Source: an optimization exercise on an open RTL-to-GDS flow (aim: small area, a short achievable clock period and few clock cycles). Production flows keep margins and buffers that such runs may drop. In this exercise RTL edits were held to simulation tests only and were not proved equivalent to the original.

Design layernorm_norm, start of the top module:
module layernorm_norm (
    input  wire         aclk,
    input  wire         arstn,
    input  wire [159:0] S_AXIS_TDATA,
    input  wire         S_AXIS_TVALID,
    output wire         S_AXIS_TREADY,
    output wire [127:0] M_AXIS_TDATA,
    output wire         M_AXIS_TVALID,
    input  wire         M_AXIS_TREADY
);
Settings: LEC_CHECK=0, ABC_AREA=1, CAP_MARGIN=20, CORE_MARGIN=2, CORE_UTILIZATION=40, SETUP_SLACK_MARGIN=5, SLEW_MARGIN=20; clock period 11.0 ns.
run.sh (not shown) runs the stock make flow with config.mk's settings and CLKGATE_MAP_FILE= SYNTH_SCRIPT=/design/flow/synth_recipe.tcl, a recipe that flattens the netlist after the stock synthesis.
The baseline completed without violations.
Testbench counts at the start, summed over its fixed seeds: cycles 4,152.
Change:
ABC_AREA = unset   (was 1)
- The new run ran to the end with no violations
- global-route usage rises by 1.0 points
- count of clock-buffer cells in the layout is unchanged
- fmax is lower by a few percent
- non-clock buffer count goes up by 226
Change:
ABC_AREA = 1   (was unset)
CORE_UTILIZATION = 55   (was 40)
=> Fmax came out higher by 3.4%. Worst setup slack improved by 200 ps. Routed wire length came out lower by 5.4%. Worst hold slack got worse by 5.0 ps. Area after synthesis came out higher by 1.4%. Critical path depth came out lower by 7. Global-route usage came out higher by 6.7 points. Cell area came out lower by 2.9%.
Change:
ABC_AREA = unset   (was 1)
Register-to-register slack gets worse by 260 ps.
Area after synthesis drops by 1.4%.
Design area climbs by 1.8%.
Clock skew climbs by 4.8 ps.

========
## before
layernorm_norm, a different RTL version from the one above (not shown whole).
Size: ~11000 cells after synthesis, about 600 flip-flops, roughly 290 I/O pins, ~92000 um2 of cells after synthesis.
Design layernorm_norm, start of the top module:
module layernorm_norm (
    input  wire         aclk,
    input  wire         arstn,
    input  wire [159:0] S_AXIS_TDATA,
    input  wire         S_AXIS_TVALID,
    output wire         S_AXIS_TREADY,
    output wire [127:0] M_AXIS_TDATA,
    output wire         M_AXIS_TVALID,
    input  wire         M_AXIS_TREADY
);
clock: 11.0 ns
lec_check: 0
cap_margin: 20
core_margin: 2
core_utilization: 40
slew_margin: 20
before: PASS, flow complete, no timing, DRC or antenna violations
Testbench counts of before, summed over its fixed seeds: cycles 4,128.
[inputs] after vs before
- putting SETUP_SLACK_MARGIN at 5 where nothing was set
Results
Comparing after against before, there is no change at all in number of max-slew violations in the final report. Of before and after, the run reporting the higher number of cells in the finished layout apart from fillers was after. after vs before on antenna cell count: after is the lower one. A critical path launch point of mean1[9]$_SDFFCE_PP1P_ is what before shows, while mean1[1]$_SDFFCE_PP0P_ belongs to after. Non-clock inverter instance count of the final layout: before vs after — no meaningful difference. | clock tree cell share of total cell area | after vs before | 0.23 points lower |.

========
Another version of the RTL of layernorm_norm (not shown whole).
For scale: ~12000 cells after synthesis, roughly 290 I/O pins.
make LEC_CHECK=0 ABC_AREA=1 CAP_MARGIN=20 CORE_MARGIN=2 CORE_UTILIZATION=65 SETUP_SLACK_MARGIN=5 SLEW_MARGIN=20 finish   # period 11.0 ns
Testbench counts at the start, summed over its fixed seeds: cycles 4,152.
Next try:
--- a/flow/config.mk
+++ b/flow/config.mk
@@ -6,8 +6,7 @@
 export NUM_CORES = 4
 export LEC_CHECK = 0
-export ABC_AREA = 1
 export CAP_MARGIN = 20
 export CORE_MARGIN = 2
-export CORE_UTILIZATION = 65
+export CORE_UTILIZATION = 40
 export SETUP_SLACK_MARGIN = 5
 export SLEW_MARGIN = 20
Sequential share of layout area drops by 1.4 points.
Via count drops by 8.6%.
Synthesized cell count fell by 18%.
Final cell count decreases by 4.7%.
Worst hold slack stays flat.
Routed wire length went up by 2.4%.
Non-clock buffer count rose by 374.
Design area is higher by 4.6%.
Clock-buffer cell count went up by 6.
Next try:
--- a/flow/config.mk
+++ b/flow/config.mk
@@ -6,7 +6,8 @@
 export NUM_CORES = 4
 export LEC_CHECK = 0
+export ABC_AREA = 1
 export CAP_MARGIN = 20
 export CORE_MARGIN = 2
-export CORE_UTILIZATION = 40
+export CORE_UTILIZATION = 55
 export SETUP_SLACK_MARGIN = 5
 export SLEW_MARGIN = 20
After rerunning: The new run passed the timing, design-rule and antenna checks. Non-clock buffer count is lower by 368. Worst setup slack improves by 260 ps. Maximum frequency rose by 4.4%. Cell area falls by 3.5%.

## what the ideal ports hide
The results above use ideal ports. As a check the final layouts listed here were re-extracted and re-timed, cells and wires unchanged. Step 1 (the two cells are an assumption about what drives the block):
set clk [get_ports {aclk}]
set_driving_cell -lib_cell sky130_fd_sc_hd__clkbuf_16 $clk
set_driving_cell -lib_cell sky130_fd_sc_hd__buf_2 [delete_from_list [all_inputs] $clk]
Step 2 moves the port delays by t, midway between the first and last clock arrival at a register: inputs arrive t later, outputs are due t later. That takes back most of the time a late clock gives input paths. a / b / c = ideal / step 1 / step 2; a / b = the first two.
run | t, ns | slack for setup (ns) | hold WS [ns] | clock arrival spread, ns | worst data-port slew with drivers (ns)
the first run of note 1 | 0.933 | 5.125 / 5.103 / 4.715 | 0.395 / 0.395 / 0.395 | 0.059 / 0.058 | 0.06
the second run of note 1 | 0.911 | 4.952 / 4.952 / 4.737 | 0.398 / 0.398 / 0.398 | 0.047 / 0.047 | 0.11
the third run of note 1 | 0.873 | 5.148 / 5.058 / 4.653 | 0.393 / 0.393 / 0.393 | 0.041 / 0.041 | 0.07
the fourth run of note 1 | 0.885 | 5.034 / 5.034 / 4.697 | 0.407 / 0.407 / 0.407 | 0.048 / 0.049 | 0.14
before | 0.850 | 0.258 / 0.258 / 0.258 | 0.411 / 0.411 / 0.411 | 0.074 / 0.074 | 0.14
after | 0.847 | 0.603 / 0.603 / 0.603 | 0.417 / 0.417 / 0.417 | 0.048 / 0.048 | 0.08
the first run of note 3 | 0.875 | 5.075 / 5.053 / 4.756 | 0.397 / 0.397 / 0.397 | 0.052 / 0.053 | 0.09
the second run of note 3 | 0.893 | 4.789 / 4.789 / 4.706 | 0.395 / 0.395 / 0.395 | 0.035 / 0.035 | 0.08
the third run of note 3 | 0.870 | 5.052 / 5.029 / 4.637 | 0.397 / 0.397 / 0.397 | 0.048 / 0.048 | 0.09
After both steps setup and hold are still met in every run listed. For the third run of note 1, which loses most, drivers alone change the setup slack by -0.090 ns; drivers and shift together by -0.495 ns.
